This is an optimization exercise on Yosys and OpenROAD, whose aim is small area and a short achievable clock period, not a production implementation.
In this exercise RTL edits were held to simulation tests only and were not proved equivalent to the original.

==> flow/design.v <==
module PE_array (
    input clk,
    input rst,
    input i_en,
    input [15:0] ifmap,
    input [127:0] weight,
    input [255:0] bias,
    output [255:0] ofmap,
    output valid
);
    localparam ROWS = 8;
    wire [3:0] neg_c [0:1];
    wire [3:0] one_c [0:1];
    wire [3:0] two_c [0:1];
    reg  [3:0] neg_r [0:1];
    reg  [3:0] one_r [0:1];
    reg  [3:0] two_r [0:1];
    reg  [7:0] n_r;
    genvar l, j;
    generate
        for (l = 0; l < 2; l = l + 1) begin : enc
            wire [8:0] xe = {ifmap[l*8 +: 8], 1'b0};
            for (j = 0; j < 4; j = j + 1) begin : dig
                wire b2 = xe[2*j+2], b1 = xe[2*j+1], b0 = xe[2*j];
                assign neg_c[l][j] = b2;
                assign one_c[l][j] = b1 ^ b0;
                assign two_c[l][j] = (b2 & ~b1 & ~b0) | (~b2 & b1 & b0);
            end
        end
    endgenerate
    wire [7:0] n_c = {1'b0, neg_c[0][3], 1'b0, neg_c[0][2], 1'b0, neg_c[0][1], 1'b0, neg_c[0][0]}
                   + {1'b0, neg_c[1][3], 1'b0, neg_c[1][2], 1'b0, neg_c[1][1], 1'b0, neg_c[1][0]};
    always @(posedge clk) begin
        neg_r[0] <= neg_c[0]; neg_r[1] <= neg_c[1];
        one_r[0] <= one_c[0]; one_r[1] <= one_c[1];
        two_r[0] <= two_c[0]; two_r[1] <= two_c[1];
        n_r <= n_c;
    end
    reg [4:0] v;
    reg [31:0] ps0 [0:ROWS-1];    
    reg [31:0] ps1 [0:ROWS-1];    
    reg [31:0] ps2 [0:ROWS-1];    
    reg [31:0] ps3 [0:ROWS-1];    
    reg [31:0] y   [0:ROWS-1];    
    reg [54:0] cut_r [0:ROWS-1];
    genvar r;
    generate
        for (r = 0; r < ROWS; r = r + 1) begin : row
            wire [8:0] u00;
            booth_pp pp00 (.w(weight[(0*8 + r)*8 +: 8]), .neg(neg_c[0][0]), .one(one_c[0][0]), .two(two_c[0][0]), .u(u00));
            wire [8:0] u01;
            booth_pp pp01 (.w(weight[(0*8 + r)*8 +: 8]), .neg(neg_c[0][1]), .one(one_c[0][1]), .two(two_c[0][1]), .u(u01));
            wire [8:0] u02;
            booth_pp pp02 (.w(weight[(0*8 + r)*8 +: 8]), .neg(neg_c[0][2]), .one(one_c[0][2]), .two(two_c[0][2]), .u(u02));
            wire [8:0] u03;
            booth_pp pp03 (.w(weight[(0*8 + r)*8 +: 8]), .neg(neg_c[0][3]), .one(one_c[0][3]), .two(two_c[0][3]), .u(u03));
            wire [8:0] u10;
            booth_pp pp10 (.w(weight[(1*8 + r)*8 +: 8]), .neg(neg_c[1][0]), .one(one_c[1][0]), .two(two_c[1][0]), .u(u10));
            wire [8:0] u11;
            booth_pp pp11 (.w(weight[(1*8 + r)*8 +: 8]), .neg(neg_c[1][1]), .one(one_c[1][1]), .two(two_c[1][1]), .u(u11));
            wire [8:0] u12;
            booth_pp pp12 (.w(weight[(1*8 + r)*8 +: 8]), .neg(neg_c[1][2]), .one(one_c[1][2]), .two(two_c[1][2]), .u(u12));
            wire [8:0] u13;
            booth_pp pp13 (.w(weight[(1*8 + r)*8 +: 8]), .neg(neg_c[1][3]), .one(one_c[1][3]), .two(two_c[1][3]), .u(u13));
            wire ta_s1 = u00[4] ^ u01[2];
            wire ta_c2 = u00[4] & u01[2];
            wire ta_s3 = u00[5] ^ u01[3] ^ u02[1];
            wire ta_c4 = (u00[5] & u01[3]) | (u00[5] & u02[1]) | (u01[3] & u02[1]);
            wire ta_s5 = u00[6] ^ u01[4] ^ u02[2];
            wire ta_c6 = (u00[6] & u01[4]) | (u00[6] & u02[2]) | (u01[4] & u02[2]);
            wire ta_s7 = u03[0] ^ u10[6] ^ u11[4];
            wire ta_c8 = (u03[0] & u10[6]) | (u03[0] & u11[4]) | (u10[6] & u11[4]);
            wire ta_s9 = u00[7] ^ u01[5] ^ u02[3];
            wire ta_c10 = (u00[7] & u01[5]) | (u00[7] & u02[3]) | (u01[5] & u02[3]);
            wire ta_s11 = u03[1] ^ u10[7] ^ u11[5];
            wire ta_c12 = (u03[1] & u10[7]) | (u03[1] & u11[5]) | (u10[7] & u11[5]);
            wire ta_s13 = u12[3] ^ u13[1];
            wire ta_c14 = u12[3] & u13[1];
            wire ta_s15 = u00[8] ^ u01[6] ^ u02[4];
            wire ta_c16 = (u00[8] & u01[6]) | (u00[8] & u02[4]) | (u01[6] & u02[4]);
            wire ta_s17 = u03[2] ^ u10[8] ^ u11[6];
            wire ta_c18 = (u03[2] & u10[8]) | (u03[2] & u11[6]) | (u10[8] & u11[6]);
            wire ta_s19 = u12[4] ^ u13[2];
            wire ta_c20 = u12[4] & u13[2];
            wire ta_s21 = u01[7] ^ u02[5] ^ u03[3];
            wire ta_c22 = (u01[7] & u02[5]) | (u01[7] & u03[3]) | (u02[5] & u03[3]);
            wire ta_s23 = u11[7] ^ u12[5];
            wire ta_c24 = u11[7] & u12[5];
            wire ta_s25 = u01[8] ^ u02[6] ^ u03[4];
            wire ta_c26 = (u01[8] & u02[6]) | (u01[8] & u03[4]) | (u02[6] & u03[4]);
            wire ta_s27 = u00[2] ^ u01[0];
            wire ta_c28 = u00[2] & u01[0];
            wire ta_s29 = u00[3] ^ u01[1] ^ u10[3];
            wire ta_c30 = (u00[3] & u01[1]) | (u00[3] & u10[3]) | (u01[1] & u10[3]);
            wire ta_s31 = u02[0] ^ u10[4] ^ u11[2];
            wire ta_c32 = (u02[0] & u10[4]) | (u02[0] & u11[2]) | (u10[4] & u11[2]);
            wire ta_s33 = u12[0] ^ n_c[4];
            wire ta_c34 = u12[0] & n_c[4];
            wire ta_s35 = u10[5] ^ u11[3] ^ u12[1];
            wire ta_c36 = (u10[5] & u11[3]) | (u10[5] & u12[1]) | (u11[3] & u12[1]);
            wire ta_s37 = n_c[5] ^ ta_s3 ^ ta_c2;
            wire ta_c38 = (n_c[5] & ta_s3) | (n_c[5] & ta_c2) | (ta_s3 & ta_c2);
            wire ta_s39 = u12[2] ^ u13[0] ^ n_c[6];
            wire ta_c40 = (u12[2] & u13[0]) | (u12[2] & n_c[6]) | (u13[0] & n_c[6]);
            wire ta_s41 = ta_s5 ^ ta_s7 ^ ta_c4;
            wire ta_c42 = (ta_s5 & ta_s7) | (ta_s5 & ta_c4) | (ta_s7 & ta_c4);
            wire ta_s43 = n_c[7] ^ ta_s9 ^ ta_s11;
            wire ta_c44 = (n_c[7] & ta_s9) | (n_c[7] & ta_s11) | (ta_s9 & ta_s11);
            wire ta_s45 = ta_s13 ^ ta_c6 ^ ta_c8;
            wire ta_c46 = (ta_s13 & ta_c6) | (ta_s13 & ta_c8) | (ta_c6 & ta_c8);
            wire ta_s47 = ta_s15 ^ ta_s17 ^ ta_s19;
            wire ta_c48 = (ta_s15 & ta_s17) | (ta_s15 & ta_s19) | (ta_s17 & ta_s19);
            wire ta_s49 = ta_c10 ^ ta_c12 ^ ta_c14;
            wire ta_c50 = (ta_c10 & ta_c12) | (ta_c10 & ta_c14) | (ta_c12 & ta_c14);
            wire ta_s51 = u13[3] ^ ta_s21 ^ ta_s23;
            wire ta_c52 = (u13[3] & ta_s21) | (u13[3] & ta_s23) | (ta_s21 & ta_s23);
            wire ta_s53 = ta_c16 ^ ta_c18 ^ ta_c20;
            wire ta_c54 = (ta_c16 & ta_c18) | (ta_c16 & ta_c20) | (ta_c18 & ta_c20);
            wire ta_s55 = u11[8] ^ u12[6] ^ u13[4];
            wire ta_c56 = (u11[8] & u12[6]) | (u11[8] & u13[4]) | (u12[6] & u13[4]);
            wire ta_s57 = ta_s25 ^ ta_c22 ^ ta_c24;
            wire ta_c58 = (ta_s25 & ta_c22) | (ta_s25 & ta_c24) | (ta_c22 & ta_c24);
            wire ta_s59 = u02[7] ^ u03[5] ^ u12[7];
            wire ta_c60 = (u02[7] & u03[5]) | (u02[7] & u12[7]) | (u03[5] & u12[7]);
            wire ta_s61 = u13[5] ^ ta_c26;
            wire ta_c62 = u13[5] & ta_c26;
            wire ta_s63 = u02[8] ^ u03[6] ^ u12[8];
            wire ta_c64 = (u02[8] & u03[6]) | (u02[8] & u12[8]) | (u03[6] & u12[8]);
            always @(posedge clk) cut_r[r] <= {u13[8], u03[8], ta_c64, u13[7], u03[7], ta_c62, ta_c60, ta_s63, u13[6], ta_c58, ta_c56, ta_s61, ta_s59, ta_c54, ta_c52, ta_s57, ta_s55, ta_c50, ta_c48, ta_s53, ta_s51, ta_c46, ta_c44, ta_s49, ta_s47, ta_c42, ta_c40, ta_s45, ta_s43, ta_c38, ta_c36, ta_s41, ta_s39, ta_c34, ta_c32, ta_s37, ta_s35, ta_c30, ta_s33, ta_s31, ta_s1, ta_c28, ta_s29, n_c[3], u11[1], ta_s27, n_c[2], u11[0], u10[2], n_c[1], u10[1], u00[1], n_c[0], u10[0], u00[0]};
            wire tb_s1 = cut_r[r][6] ^ cut_r[r][7];
            wire tb_c2 = cut_r[r][6] & cut_r[r][7];
            wire tb_s3 = cut_r[r][10] ^ cut_r[r][11] ^ cut_r[r][12];
            wire tb_c4 = (cut_r[r][10] & cut_r[r][11]) | (cut_r[r][10] & cut_r[r][12]) | (cut_r[r][11] & cut_r[r][12]);
            wire tb_s5 = cut_r[r][14] ^ cut_r[r][15] ^ cut_r[r][16];
            wire tb_c6 = (cut_r[r][14] & cut_r[r][15]) | (cut_r[r][14] & cut_r[r][16]) | (cut_r[r][15] & cut_r[r][16]);
            wire tb_s7 = cut_r[r][18] ^ cut_r[r][19] ^ cut_r[r][20];
            wire tb_c8 = (cut_r[r][18] & cut_r[r][19]) | (cut_r[r][18] & cut_r[r][20]) | (cut_r[r][19] & cut_r[r][20]);
            wire tb_s9 = cut_r[r][22] ^ cut_r[r][23] ^ cut_r[r][24];
            wire tb_c10 = (cut_r[r][22] & cut_r[r][23]) | (cut_r[r][22] & cut_r[r][24]) | (cut_r[r][23] & cut_r[r][24]);
            wire tb_s11 = cut_r[r][26] ^ cut_r[r][27] ^ cut_r[r][28];
            wire tb_c12 = (cut_r[r][26] & cut_r[r][27]) | (cut_r[r][26] & cut_r[r][28]) | (cut_r[r][27] & cut_r[r][28]);
            wire tb_s13 = cut_r[r][30] ^ cut_r[r][31] ^ cut_r[r][32];
            wire tb_c14 = (cut_r[r][30] & cut_r[r][31]) | (cut_r[r][30] & cut_r[r][32]) | (cut_r[r][31] & cut_r[r][32]);
            wire tb_s15 = cut_r[r][34] ^ cut_r[r][35] ^ cut_r[r][36];
            wire tb_c16 = (cut_r[r][34] & cut_r[r][35]) | (cut_r[r][34] & cut_r[r][36]) | (cut_r[r][35] & cut_r[r][36]);
            wire tb_s17 = cut_r[r][38] ^ cut_r[r][39] ^ cut_r[r][40];
            wire tb_c18 = (cut_r[r][38] & cut_r[r][39]) | (cut_r[r][38] & cut_r[r][40]) | (cut_r[r][39] & cut_r[r][40]);
            wire tb_s19 = cut_r[r][42] ^ cut_r[r][43] ^ cut_r[r][44];
            wire tb_c20 = (cut_r[r][42] & cut_r[r][43]) | (cut_r[r][42] & cut_r[r][44]) | (cut_r[r][43] & cut_r[r][44]);
            wire tb_s21 = cut_r[r][46] ^ cut_r[r][47] ^ cut_r[r][48];
            wire tb_c22 = (cut_r[r][46] & cut_r[r][47]) | (cut_r[r][46] & cut_r[r][48]) | (cut_r[r][47] & cut_r[r][48]);
            wire tb_s23 = cut_r[r][50] ^ cut_r[r][51];
            wire tb_c24 = cut_r[r][50] & cut_r[r][51];
            wire tb_s25 = cut_r[r][0] ^ cut_r[r][1];
            wire tb_c26 = cut_r[r][0] & cut_r[r][1];
            wire tb_s27 = cut_r[r][3] ^ cut_r[r][4] ^ cut_r[r][5];
            wire tb_c28 = (cut_r[r][3] & cut_r[r][4]) | (cut_r[r][3] & cut_r[r][5]) | (cut_r[r][4] & cut_r[r][5]);
            wire tb_s29 = cut_r[r][8] ^ cut_r[r][9] ^ tb_s1;
            wire tb_c30 = (cut_r[r][8] & cut_r[r][9]) | (cut_r[r][8] & tb_s1) | (cut_r[r][9] & tb_s1);
            wire tb_s31 = cut_r[r][13] ^ tb_s3 ^ tb_c2;
            wire tb_c32 = (cut_r[r][13] & tb_s3) | (cut_r[r][13] & tb_c2) | (tb_s3 & tb_c2);
            wire tb_s33 = cut_r[r][17] ^ tb_s5 ^ tb_c4;
            wire tb_c34 = (cut_r[r][17] & tb_s5) | (cut_r[r][17] & tb_c4) | (tb_s5 & tb_c4);
            wire tb_s35 = cut_r[r][21] ^ tb_s7 ^ tb_c6;
            wire tb_c36 = (cut_r[r][21] & tb_s7) | (cut_r[r][21] & tb_c6) | (tb_s7 & tb_c6);
            wire tb_s37 = cut_r[r][25] ^ tb_s9 ^ tb_c8;
            wire tb_c38 = (cut_r[r][25] & tb_s9) | (cut_r[r][25] & tb_c8) | (tb_s9 & tb_c8);
            wire tb_s39 = cut_r[r][29] ^ tb_s11 ^ tb_c10;
            wire tb_c40 = (cut_r[r][29] & tb_s11) | (cut_r[r][29] & tb_c10) | (tb_s11 & tb_c10);
            wire tb_s41 = cut_r[r][33] ^ tb_s13 ^ tb_c12;
            wire tb_c42 = (cut_r[r][33] & tb_s13) | (cut_r[r][33] & tb_c12) | (tb_s13 & tb_c12);
            wire tb_s43 = cut_r[r][37] ^ tb_s15 ^ tb_c14;
            wire tb_c44 = (cut_r[r][37] & tb_s15) | (cut_r[r][37] & tb_c14) | (tb_s15 & tb_c14);
            wire tb_s45 = cut_r[r][41] ^ tb_s17 ^ tb_c16;
            wire tb_c46 = (cut_r[r][41] & tb_s17) | (cut_r[r][41] & tb_c16) | (tb_s17 & tb_c16);
            wire tb_s47 = cut_r[r][45] ^ tb_s19 ^ tb_c18;
            wire tb_c48 = (cut_r[r][45] & tb_s19) | (cut_r[r][45] & tb_c18) | (tb_s19 & tb_c18);
            wire tb_s49 = cut_r[r][49] ^ tb_s21 ^ tb_c20;
            wire tb_c50 = (cut_r[r][49] & tb_s21) | (cut_r[r][49] & tb_c20) | (tb_s21 & tb_c20);
            wire tb_s51 = cut_r[r][52] ^ tb_s23 ^ tb_c22;
            wire tb_c52 = (cut_r[r][52] & tb_s23) | (cut_r[r][52] & tb_c22) | (tb_s23 & tb_c22);
            wire tb_s53 = cut_r[r][53] ^ cut_r[r][54] ^ tb_c24;
            wire tb_c54 = (cut_r[r][53] & cut_r[r][54]) | (cut_r[r][53] & tb_c24) | (cut_r[r][54] & tb_c24);
            wire [15:0] ts = {tb_c54, tb_s53, tb_s51, tb_s49, tb_s47, tb_s45, tb_s43, tb_s41, tb_s39, tb_s37, tb_s35, tb_s33, tb_s31, tb_s29, tb_s27, cut_r[r][2]};
            wire [15:0] tc = {1'b0, tb_c52, tb_c50, tb_c48, tb_c46, tb_c44, tb_c42, tb_c40, tb_c38, tb_c36, tb_c34, tb_c32, tb_c30, tb_c28, tb_c26, tb_s25};
            wire [31:0] s1, c1, s2, c2, s3, c3, s4, c4;
            csa32 #(.W(16)) a1 (.a(ps0[r]), .b(ts), .c(tc), .s(s1), .co(c1));
            csa32 #(.W(16)) a2 (.a(ps1[r]), .b(ts), .c(tc), .s(s2), .co(c2));
            csa32 #(.W(16)) a3 (.a(ps2[r]), .b(ts), .c(tc), .s(s3), .co(c3));
            csa32 #(.W(16)) a4 (.a(ps3[r]), .b(ts), .c(tc), .s(s4), .co(c4));
            always @(posedge clk) begin
                ps0[r] <= bias[r*32 +: 32] - 32'd174080;
                ps1[r] <= s1 + c1;
                ps2[r] <= s2 + c2;
                ps3[r] <= s3 + c3;
                y[r]   <= s4 + c4;
            end
            assign ofmap[r*32 +: 32] = y[r];
        end
    endgenerate
    always @(posedge clk) begin
        if (rst) v <= 5'd0;
        else     v <= {v[3:0], i_en};
    end
    assign valid = v[4];
endmodule
module booth_pp (
    input [7:0] w,
    input neg,
    input one,
    input two,
    output [8:0] u
);
    wire [8:0] we = {w[7], w};
    wire [8:0] w2 = {w, 1'b0};
    wire [8:0] m = ({9{one}} & we) | ({9{two}} & w2);
    wire [8:0] e = m ^ {9{neg}};
    assign u = {~e[8], e[7:0]};
endmodule
module csa32 #(parameter W = 17) (
    input [31:0] a,
    input [W-1:0] b,
    input [W-1:0] c,
    output [31:0] s,
    output [31:0] co
);
    wire [31:0] be = {{(32-W){1'b0}}, b};
    wire [31:0] ce = {{(32-W){1'b0}}, c};
    wire [31:0] mj = (a & be) | (a & ce) | (be & ce);
    assign s = a ^ be ^ ce;
    assign co = {mj[30:0], 1'b0};
endmodule
==> flow/run.sh <==
#!/bin/bash
# synth_recipe.tcl (not shown) runs the flow's synth.tcl, then flattens the netlist and writes it again
# the make line also repeats each setting of config.mk as NAME=value (left out here)
make -C /OpenROAD-flow-scripts/flow DESIGN_CONFIG=/design/flow/config.mk WORK_HOME=/design/flow/orfs CLKGATE_MAP_FILE= SYNTH_SCRIPT=/design/flow/synth_recipe.tcl finish
==> flow/config.mk <==
export PLATFORM = sky130hd
export DESIGN_NAME = PE_array
export DESIGN_NICKNAME = PE_array
export VERILOG_FILES = /design/flow/design.v
export SDC_FILE = /design/flow/constraint.sdc
export NUM_CORES = 4
export LEC_CHECK = 0
export CAP_MARGIN = 20
export CORE_MARGIN = 2
export CORE_UTILIZATION = 40
export SETUP_SLACK_MARGIN = 5
export SLEW_MARGIN = 20
==> flow/constraint.sdc <==
create_clock -name core_clock -period 10.0 [get_ports {clk}]
set_input_delay 2.0000 -clock core_clock [delete_from_list [all_inputs] [get_ports {clk}]]
set_output_delay 2.0000 -clock core_clock [all_outputs]
set_load 0.01 [all_outputs]
==> notes.md, run 1 <==
Run status:
- The run finished with no timing, DRC or antenna violations.

Global routing:
- Entering global routing, the biggest net connects 100 pins.
- The number of antenna violations at the first check in global routing was 125.
- The aggregate global-route resource usage is 23.6%.
- The wire length of the first global-routing pass is 503000 um.
- The total overflow left after global routing is 0.
- The via count of the first global-routing pass is 84700.

Place:
- At the placement stage, the worst setup path has a slack of 3.86 ns.
- Buffers placed on the I/O ports in this run total 659.
- The total half-perimeter wirelength after legalization and detailed placement is 242000 um.
- The final weighted congestion of routability-driven global placement is 0.908.

Clocking:
- The register clock-pin slew on the reported worst setup and hold paths is 0.06 ns.
- In this run the deepest clock path goes through 4 buffers.
- The H-tree depth is 4.
- The CTS tree is yes.
- TritonCTS created 202 clock buffers.
- The clock drives 1697 sinks.
- The clock insertion delay at the later pin of the skew report is 0.90 ns.
- The count of hold-fix buffers inserted at cts is 0.
- The cell sitting at the root of the clock tree is a clkbuf_16.

Worst setup path:
- The worst setup path is of the in -> reg kind.
- Setup slack on the worst reg-to-reg path comes out at 5.16 ns.
- Measured in cells, the most critical reg-to-reg path has a length of 12.
- The critical register-to-register path startpoint is cut_r[0][11].
- For the worst setup path, the data required time is 10.78 ns.
- The destination of the worst register-to-register timing path is ps1[2][12].
- STA classifies the critical path endpoint as a flip-flop.
- The biggest fanout along the worst timing path is 59.
- In this run the worst setup path terminates at cut_r[5][30].
- The worst setup path is launched from an input pin.
- The critical path starts at ifmap[6].
- The arrival time at the worst endpoint is 5.81 ns.

Logic synthesis:
- The number of register bits inferred by synthesis is 1697.
- The summed instance area of the synthesized netlist is 0.108 mm^2.
- The share of synthesized area in the top cell type comes to 31.5%.
- The portion of the post-synthesis area used by sequential elements is 31.5%.
- The mean instance size in the synthesized netlist is 9.21 um^2.
- The commonest cells after synthesis are dfxtp_1 (1697), inv_1 (1225), fa_1 (904).
- By area the synthesized netlist is led by dfxtp_1 (31%), fa_1 (17%), ha_1 (7.4%).
- The cell with the most instances after synthesis is dfxtp_1.
- The number of synthesized flops with an enable pin is 0.
- The share of flip-flops with an asynchronous set or reset is 0%.
- The netlist uses 96 different library cells.
- The number of warnings issued by yosys is 19.
- The flip-flop cell with the highest count after synthesis is dfxtp_1.
- When the netlist entered floorplanning its net count stood at 13700.
- Summed over all instances, the cell type with the most area after synthesis is dfxtp_1.
- Synthesis produced 11700 cells.

Floorplanning:
- The floorplan step set the die height to 524 um.
- Once the floorplan was initialized, standard cells occupied 40.3% of the core.
- The die extent in x is 524 um.
- The I/O pin count is 660.
- The core box area is 0.268 mm^2.
- The floorplan step defined a die boundary enclosing 0.274 mm^2.
- The floorplan has 190 rows.

Timing:
- The final-layout setup total negative slack is 0 ns.
- The number of max-slew violations in the final report came to 0.
- Setup repair after global routing left no endpoint under its margin.
- The number of failing setup endpoints in the final timing report is 0.
- Subtracting the final worst setup slack from the clock period gives 5.03 ns.
- The transition time at the pin with the least slew margin is 1.15 ns.
- Across the routed clock network, the largest skew measured is 0.0700 ns.
- The highest clock frequency the design can meet is 0.199 GHz.
- The worst-case setup margin in the final layout is 4.97 ns.
- The relative max-transition margin is 22.8%.
- The final critical path takes up 50.3% of the cycle.
- The number of endpoints with negative hold slack in the final report is 0.

Cells and area:
- The final layout contains 14000 nets.
- The final-layout fill cell count is 25300.
- The combined area of the multi-input logic cells is 0.0675 mm^2.
- Cells with a size suffix above 1 make up 4.65% of the layout.
- Relative to the synthesized area, the layout overhead comes to 15.3%.
- The total area of sequential cells is 0.0340 mm^2.

Route:
- The initial detailed-routing violation count is 7061.
- The detailed-route via count is 85400.
- The routed design has 330000 um of wire.
- Dividing the detail-routed via count by the number of cells gives 5.42.
- The residual DRC count is 0.
- Dividing the detail-routed wire length by the instance count gives 20.9 um.
- The first-pass iteration count of the detailed router is 7.
- The detail route stage leaves a number of antenna-violating nets equal to 0.

Min path:
- In this run the worst hold path is classified as reg -> reg.

Run:
- The max-capacitance violation count is 0.
## how the worst min path moves through the flow
stage / from / to / slack (ns) / cells past startpoint
floorplan: ps3[7][31] / y[7][31] / 0.41 / 1
global placement: ps2[5][31] / ps3[5][31] / 0.41 / 1
detailed placement: ps2[6][31] / ps3[6][31] / 0.41 / 1
CTS: ps2[6][31] / ps3[6][31] / 0.42 / 1
global route: ps2[5][31] / ps3[5][31] / 0.43 / 1
finish: ps2[1][31] / ps3[1][31] / 0.41 / 1
## critical path: stages
cell      delay (ns)
buf_4           0.69
xor2_4          0.78
and2_2          0.98
a221oi_1        0.27
fa_1            0.60
fa_1            0.43
## flip-flops by register name, indices dropped and copies added (netlist names)
register	cells
ps0	256
v	5
ps1	256
ps2	256
cut_r	412
y	256
ps3	256
## metal layers
metal / vias to the layer above / share of wire [%] / track usage [%]
li1: 40300 / - / -
met1: 41100 / 42 / 30.9
met2: 3212 / 44 / 36.8
met3: 779 / 8.8 / 6.15
met4: 88 / 4.3 / 9.49
met5: - / 0.17 / 0
## what timing repair did
| action | CTS | global route |
|---|---|---|
| hold endpoints to repair | 0 | 0 |
| cloned | 1 | 3 |
| buffers inserted | 0 | 3 |
| setup endpoints to repair | 244 | 288 |
| pin swaps | 0 | 3 |
| gates resized for setup | 14 | 27 |
## metrics by stage
| step | hold slack (ns) | instances | instance area (um^2) | utilization, % |
|---|---|---|---|---|
| final | 0.414 | 15800 | 125000 | 46.4 |
| after global routing | 0.433 | 15800 | 124000 | 46.4 |
| after CTS | 0.423 | 15700 | 124000 | 46.3 |
| after detailed placement | 0.415 | 15400 | 117000 | 43.7 |
| after global placement | 0.413 | 15400 | 117000 | 43.7 |
| after floorplan | 0.409 | 11700 | 108000 | - |
## cells in the final DEF (no fill, tap or decap), drive strengths merged, types with 139 or more instances in the layout
cell,netlist,routed
xnor2,645,645
nand2,672,672
nand3,288,288
xor2,404,404
a21o,222,222
inv,1225,1235
nand2b,175,175
a21oi,783,783
o22ai,299,299
fa,904,904
and3,142,142
clkbuf,512,269
nor2,903,903
o21ai,483,483
a221oi,226,226
clkdlybuf4s50,0,643
nor2b,138,139
ha,636,636
nor3,141,141
dfxtp,1697,1697
## logic make-up after synthesis
kind of cell / count (synthesis) / synth area share (%)
AOI/OAI and AO/OA: 2671 / 15.9
xor gates and xnor gates: 1049 / 8.51
adders and majority gates: 1594 / 24.6
buffers and inverters: 1846 / 6.43
DFF: 1697 / 31.5
muxes: 65 / 0.618
and+or+nand+nor: 2808 / 12.4
## area by class of cell
cell class / count / share of cell area, %
diodes: 46 / 0.0924
repair buffers: 694 / 5.51
clock buffers: 268 / 4.58
well taps: 3552 / 3.57
clock inverters: 97 / 1.03
inverters: 1227 / 3.70
multi-input cells: 8191 / 54.2
flip-flops and latches: 1697 / 27.3
==> inputs of run 2 (changes only) <==
--- a/flow/design.v
+++ b/flow/design.v
@@ -38,9 +38,10 @@
     end
     reg [4:0] v;
-    reg [31:0] ps0 [0:ROWS-1];    
-    reg [31:0] ps1 [0:ROWS-1];    
-    reg [31:0] ps2 [0:ROWS-1];    
-    reg [31:0] ps3 [0:ROWS-1];    
-    reg [31:0] y   [0:ROWS-1];    
+    reg [16:0] q_r  [0:ROWS-1];   
+    reg [31:0] ps0  [0:ROWS-1];   
+    reg [31:0] bd   [0:ROWS-1];   
+    reg [31:0] ps2  [0:ROWS-1];   
+    reg [31:0] ps2d [0:ROWS-1];   
+    reg [31:0] y    [0:ROWS-1];   
     reg [54:0] cut_r [0:ROWS-1];
     genvar r;
@@ -184,15 +185,19 @@
             wire [15:0] ts = {tb_c54, tb_s53, tb_s51, tb_s49, tb_s47, tb_s45, tb_s43, tb_s41, tb_s39, tb_s37, tb_s35, tb_s33, tb_s31, tb_s29, tb_s27, cut_r[r][2]};
             wire [15:0] tc = {1'b0, tb_c52, tb_c50, tb_c48, tb_c46, tb_c44, tb_c42, tb_c40, tb_c38, tb_c36, tb_c34, tb_c32, tb_c30, tb_c28, tb_c26, tb_s25};
-            wire [31:0] s1, c1, s2, c2, s3, c3, s4, c4;
-            csa32 #(.W(16)) a1 (.a(ps0[r]), .b(ts), .c(tc), .s(s1), .co(c1));
-            csa32 #(.W(16)) a2 (.a(ps1[r]), .b(ts), .c(tc), .s(s2), .co(c2));
-            csa32 #(.W(16)) a3 (.a(ps2[r]), .b(ts), .c(tc), .s(s3), .co(c3));
-            csa32 #(.W(16)) a4 (.a(ps3[r]), .b(ts), .c(tc), .s(s4), .co(c4));
+            wire [16:0] q = ts + tc;
+            wire [17:0] tq = {1'b0, q_r[r]};
+            wire [17:0] t_s = tq ^ ts ^ tc;
+            wire [17:0] t_m = (tq & ts) | (tq & tc) | (ts & tc);
+            wire [17:0] t_c = {t_m[16:0], 1'b0};
+            wire [31:0] s1, c1, s2, c2;
+            csa32 #(.W(18)) a1 (.a(bd[r]),  .b(t_s), .c(t_c), .s(s1), .co(c1));
+            csa32 #(.W(18)) a2 (.a(ps2d[r]), .b(t_s), .c(t_c), .s(s2), .co(c2));
             always @(posedge clk) begin
-                ps0[r] <= bias[r*32 +: 32] - 32'd174080;
-                ps1[r] <= s1 + c1;
-                ps2[r] <= s2 + c2;
-                ps3[r] <= s3 + c3;
-                y[r]   <= s4 + c4;
+                q_r[r]  <= q;
+                ps0[r]  <= bias[r*32 +: 32] - 32'd174080;
+                bd[r]   <= ps0[r];
+                ps2[r]  <= s1 + c1;
+                ps2d[r] <= ps2[r];
+                y[r]    <= s2 + c2;
             end
             assign ofmap[r*32 +: 32] = y[r];
--- a/flow/config.mk
+++ b/flow/config.mk
@@ -9,4 +9,3 @@
 export CORE_MARGIN = 2
 export CORE_UTILIZATION = 40
-export SETUP_SLACK_MARGIN = 5
 export SLEW_MARGIN = 20
==> run 2 against run 1 <==
Still clean. Die area down 11%. Cell count down 14%. Critical path depth up 12. Fmax down 18%. Via count down 17%. First-iteration DRC count down 19%. Setup slack worse by 1.1 ns. Wire length down 16%. Sequential share of layout area up 5.4 points. Core utilization up 0.71 points.
==> notes.md, run 2 <==
Logic synthesis:
- The synthesized design spends more area on one cell type than any other, namely dfxtp_1.
- The number of synthesized flops with an enable pin is 0 (unchanged).
- The number of register bits inferred by synthesis came to 1833 (+8.0%).
- The distinct cell type count after synthesis is 78 (-19%).
- The mean instance size in the synthesized netlist came to 9.71 um^2 (+5.5%).
- The number of warnings issued by yosys is 21 (+2).
- The portion of the post-synthesis area used by sequential elements came to 38.2% (+6.8 points).
- By instance count, the leading cell after synthesis is dfxtp_1.
- The number of nets in the synthesized netlist is 11600 (-15%).
- After synthesis, the cell types taking the most area are dfxtp_1 (38%), fa_1 (17%), ha_1 (6.6%).
- Sorting the synthesized cells by how often they occur yields dfxtp_1 (1833), inv_1 (1015), nor2_1 (818).
- The flip-flop cell with the highest count after synthesis is dfxtp_1.
- The share of flip-flops with an asynchronous set or reset is 0% (unchanged).
- The share of the synthesized area in the top cell type is 38.2% (+6.8 points).
- The summed instance area of the synthesized netlist is 0.0959 mm^2 (-11%).
- The instance count of the mapped netlist was 9883 (-16%).

Clocking:
- The count of hold-fix buffers inserted at cts was 0 (unchanged).
- The clock sink count is 1833 (+8.0%).
- The post-CTS resize count is 0 (-14).
- The worst-case clock buffer depth is 3 (-1).
- The H-tree depth was 4 (unchanged).
- The register clock-pin slew on the reported worst setup and hold paths is 0.07 ns (about the same).
- The number of clock buffers inserted by TritonCTS is 203 (+0.50%).
- TritonCTS built the clock tree.
- The post-CTS setup buffer count is 0 (unchanged).
- The clock tree root buffer cell is clkbuf_16.
- The clock insertion delay at the later pin of the skew report was 0.90 ns (about the same).

Worst setup path:
- The required time of the worst setup path is 10.76 ns (-0.02 ns).
- The kind of start point of the critical path is a flip-flop.
- The arrival time at the worst endpoint is 6.92 ns (+1.11 ns).
- By startpoint and endpoint, the worst setup path is classified as reg -> reg.
- The kind of cell with the highest combined delay along the critical path is adder cells.
- The worst setup path is captured at a flip-flop.
- The buffers plus inverters on the worst setup path is 4 (+3).
- The number of cells on the critical path was 18 (+12).
- The number of cells traversed by the worst register-to-register path is 18 (+6).
- The biggest fanout along the worst timing path came to 8 (-86%).
- The most used cell along the critical path is fa_1.
- The largest stage delay on the critical path was 0.64 ns (-0.34 ns).
- Traced cell by cell, the critical path runs through inv_2, fa_1, fa_1, inv_1, fa_1, inv_1, fa_1, inv_1, ha_1, nor2b_1, o31a_1, o31a_1, o41ai_2, a211oi_1, a211oi_1, o21ai_1, nand2_1, xnor2_1.
- The slowest stage of the critical path belongs to the cell inv_2.

Route:
- The remaining antenna violation count after routing was 0 (unchanged).
- The routed wire length is 276000 um (-16%).
- The initial detailed-routing violation count is 5736 (-19%).
- The first-pass iteration count of the detailed router is 6 (-1).
- The residual DRC count is 0 (unchanged).
- The final routed wire length divided by cell count came to 20.3 um (-2.9%).
- The detailed-route via count came to 71300 (-17%).
- The vias per cell is 5.24 (-3.3%).

Cells and area:
- Leaving out fill and tap cells, the most frequent cells in the layout are dfxtp_1 (1831), inv_1 (1012), nor2_1 (813), fa_1 (792), a21oi_1 (652).
- The total number of nets in the final design was 11900 (-15%).
- The total non-filler cell area in the finished layout is 0.112 mm^2 (-9.8%).
- The non-filler instance count after layout is 13600 (-14%).
- The most frequent standard cell in the layout excluding fill and tap cells is dfxtp_1.
- The flip-flop count of the largest register after layout came to 412 (unchanged).
- Ranked by flip-flop count, first place goes to cut_r.
- The final-layout fill cell count came to 22100 (-13%).
- The share of final-layout standard cells stronger than drive strength 1 is 4.87% (+0.23 points).
- The synthesis-to-finish area growth is 17.1%.
- The share of the core filled with cells is 47.1% (+0.71 points).

Place:
- The final weighted congestion of routability-driven global placement is 0.899 (-1.0%).
- The placed instance count is 13200 (-14%).
- The standard cell area after detailed placement is 0.105 mm^2 (-11%).
- The total half-perimeter wirelength after legalization and detailed placement came to 199000 um (-18%).
- The count of buffers inserted at the top-level ports is 659 (unchanged).

Min path:
- The path class of the tightest hold or removal check is reg -> reg.
- The worst hold path depth is 0 (-1).

Global routing:
- The wire length of the first global-routing pass came to 422000 um (-16%).
- The largest net degree at the start of global routing is 172 (+72%).
- The overflow left after global routing was 0 (unchanged).
- The number of antenna violations at the first check in global routing is 97 (-22%).
- The aggregate global-route resource usage is 22.4% (-1.1 points).
- The via count of the first global-routing pass came to 71400 (-16%).

Run status:
- The flow ran to the end and the layout has no timing, DRC or antenna violations.

Floorplanning:
- The die area was 0.244 mm^2 (-11%).
- The core box area is 0.238 mm^2 (-11%).
- The I/O pin count came to 660 (unchanged).
- The vertical die dimension is 494 um (-5.7%).
- The number of standard-cell rows in the floorplan is 179 (-5.8%).
- The die extent in x is 494 um (-5.7%).
- The starting density of the core is 40.3% (about the same).

Timing:
- The ratio of final minimum period to clock period is 61.6% (+11 points).
- The highest clock frequency the design can meet was 0.162 GHz (-18%).
- The transition time at the pin with the least slew margin came to 1.17 ns (+0.0137 ns).
- The final worst clock skew is 0.0706 ns (+0.000549 ns).
- Setup repair after global routing left no endpoint under its margin.
- The number of endpoints with negative hold slack in the final report is 0 (unchanged).
- The relative max-transition margin is 22.1% (-0.73 points).
- The number of failing setup endpoints in the final timing report is 0 (unchanged).
- The number of max-slew violations in the final report was 0 (unchanged).
- The shortest period the worst path allows is 6.16 ns (+1.13 ns).
- The final-layout setup total negative slack is 0 ns (unchanged).

Run:
- The max-capacitance violation count is 0 (unchanged).
run 2: cell type report:
class	instances	area [um^2]	share of cell area, %
multi-input cells	6468	53600	47.7
flip-flops and latches	1833	36700	32.7
repair buffers	686	6830	6.08
clock buffers	269	5750	5.12
well taps	3167	3960	3.53
inverters	1016	3810	3.39
clock inverters	109	1580	1.40
diodes	62	155	0.138
run 2: final timing paths:
| kind | start | endpoint | slack [ns] |
|---|---|---|---|
| max | cut_r[0][11] | y[5][25] | 3.84 |
| min | ps2[5][15] | ps2d[5][15] | 0.28 |
| max reg2reg | cut_r[0][11] | y[5][25] | 3.84 |
| min reg2reg | ps2[5][15] | ps2d[5][15] | 0.28 |
run 2: logic make-up after synthesis:
kind of cell	Yosys count	synth area share, %
xor gates and xnor gates	738	6.74
DFF	1833	38.2
buffers and inverters	1582	6.19
AOI/OAI and AO/OA	2148	14.2
muxes	61	0.653
adders and majority gates	1346	23.6
and+or+nand+nor	2175	10.4
run 2: layer usage:
layer,vias up,GRT usage (%),share of wire (%)
met5,-,0,0.17
li1,33800,-,-
met4,40,14.4,6.2
met3,656,4.59,7.3
met1,34100,27.9,40
met2,2721,35.5,46
run 2: through the flow:
step	hold WS (ns)	worst slack, ns
3_3_place_gp	0.310	3.94
2_1_floorplan	0.310	4.94
6_report	0.284	3.84
4_1_cts	0.273	3.81
3_5_place_dp	0.312	3.90
5_1_grt	0.292	3.57

-- afterwards: timing with drivers on the ports --
In the flow no input, the clock included, has a driving cell. The finished layouts below were timed again as built, in two steps. Step 1: set_driving_cell puts a clkbuf_16 on clk and a buf_2 on each other input, an assumption about the parent block. Step 2, shift: input delay + t, output delay - t, t = (earliest + latest rising clock arrival at the registers) / 2. This alone moves slack from input paths to output paths. Slacks: ideal ports / drivers / drivers and shift; pairs: ideal ports / drivers.
run | shift t [ns] | setup WS [ns] | worst setup path at the end | worst register clock-pin slew, ns
run 1 | 0.959 | 4.972 / 4.929 / 3.970 | input to register | 0.07 / 0.07
run 2 | 0.958 | 3.844 / 3.844 / 3.844 | register to register | 0.07 / 0.07
After both steps every run listed still meets setup and hold. The setup slack of run 1, which loses most, moves by -0.043 ns with the drivers and by -1.002 ns with both steps.
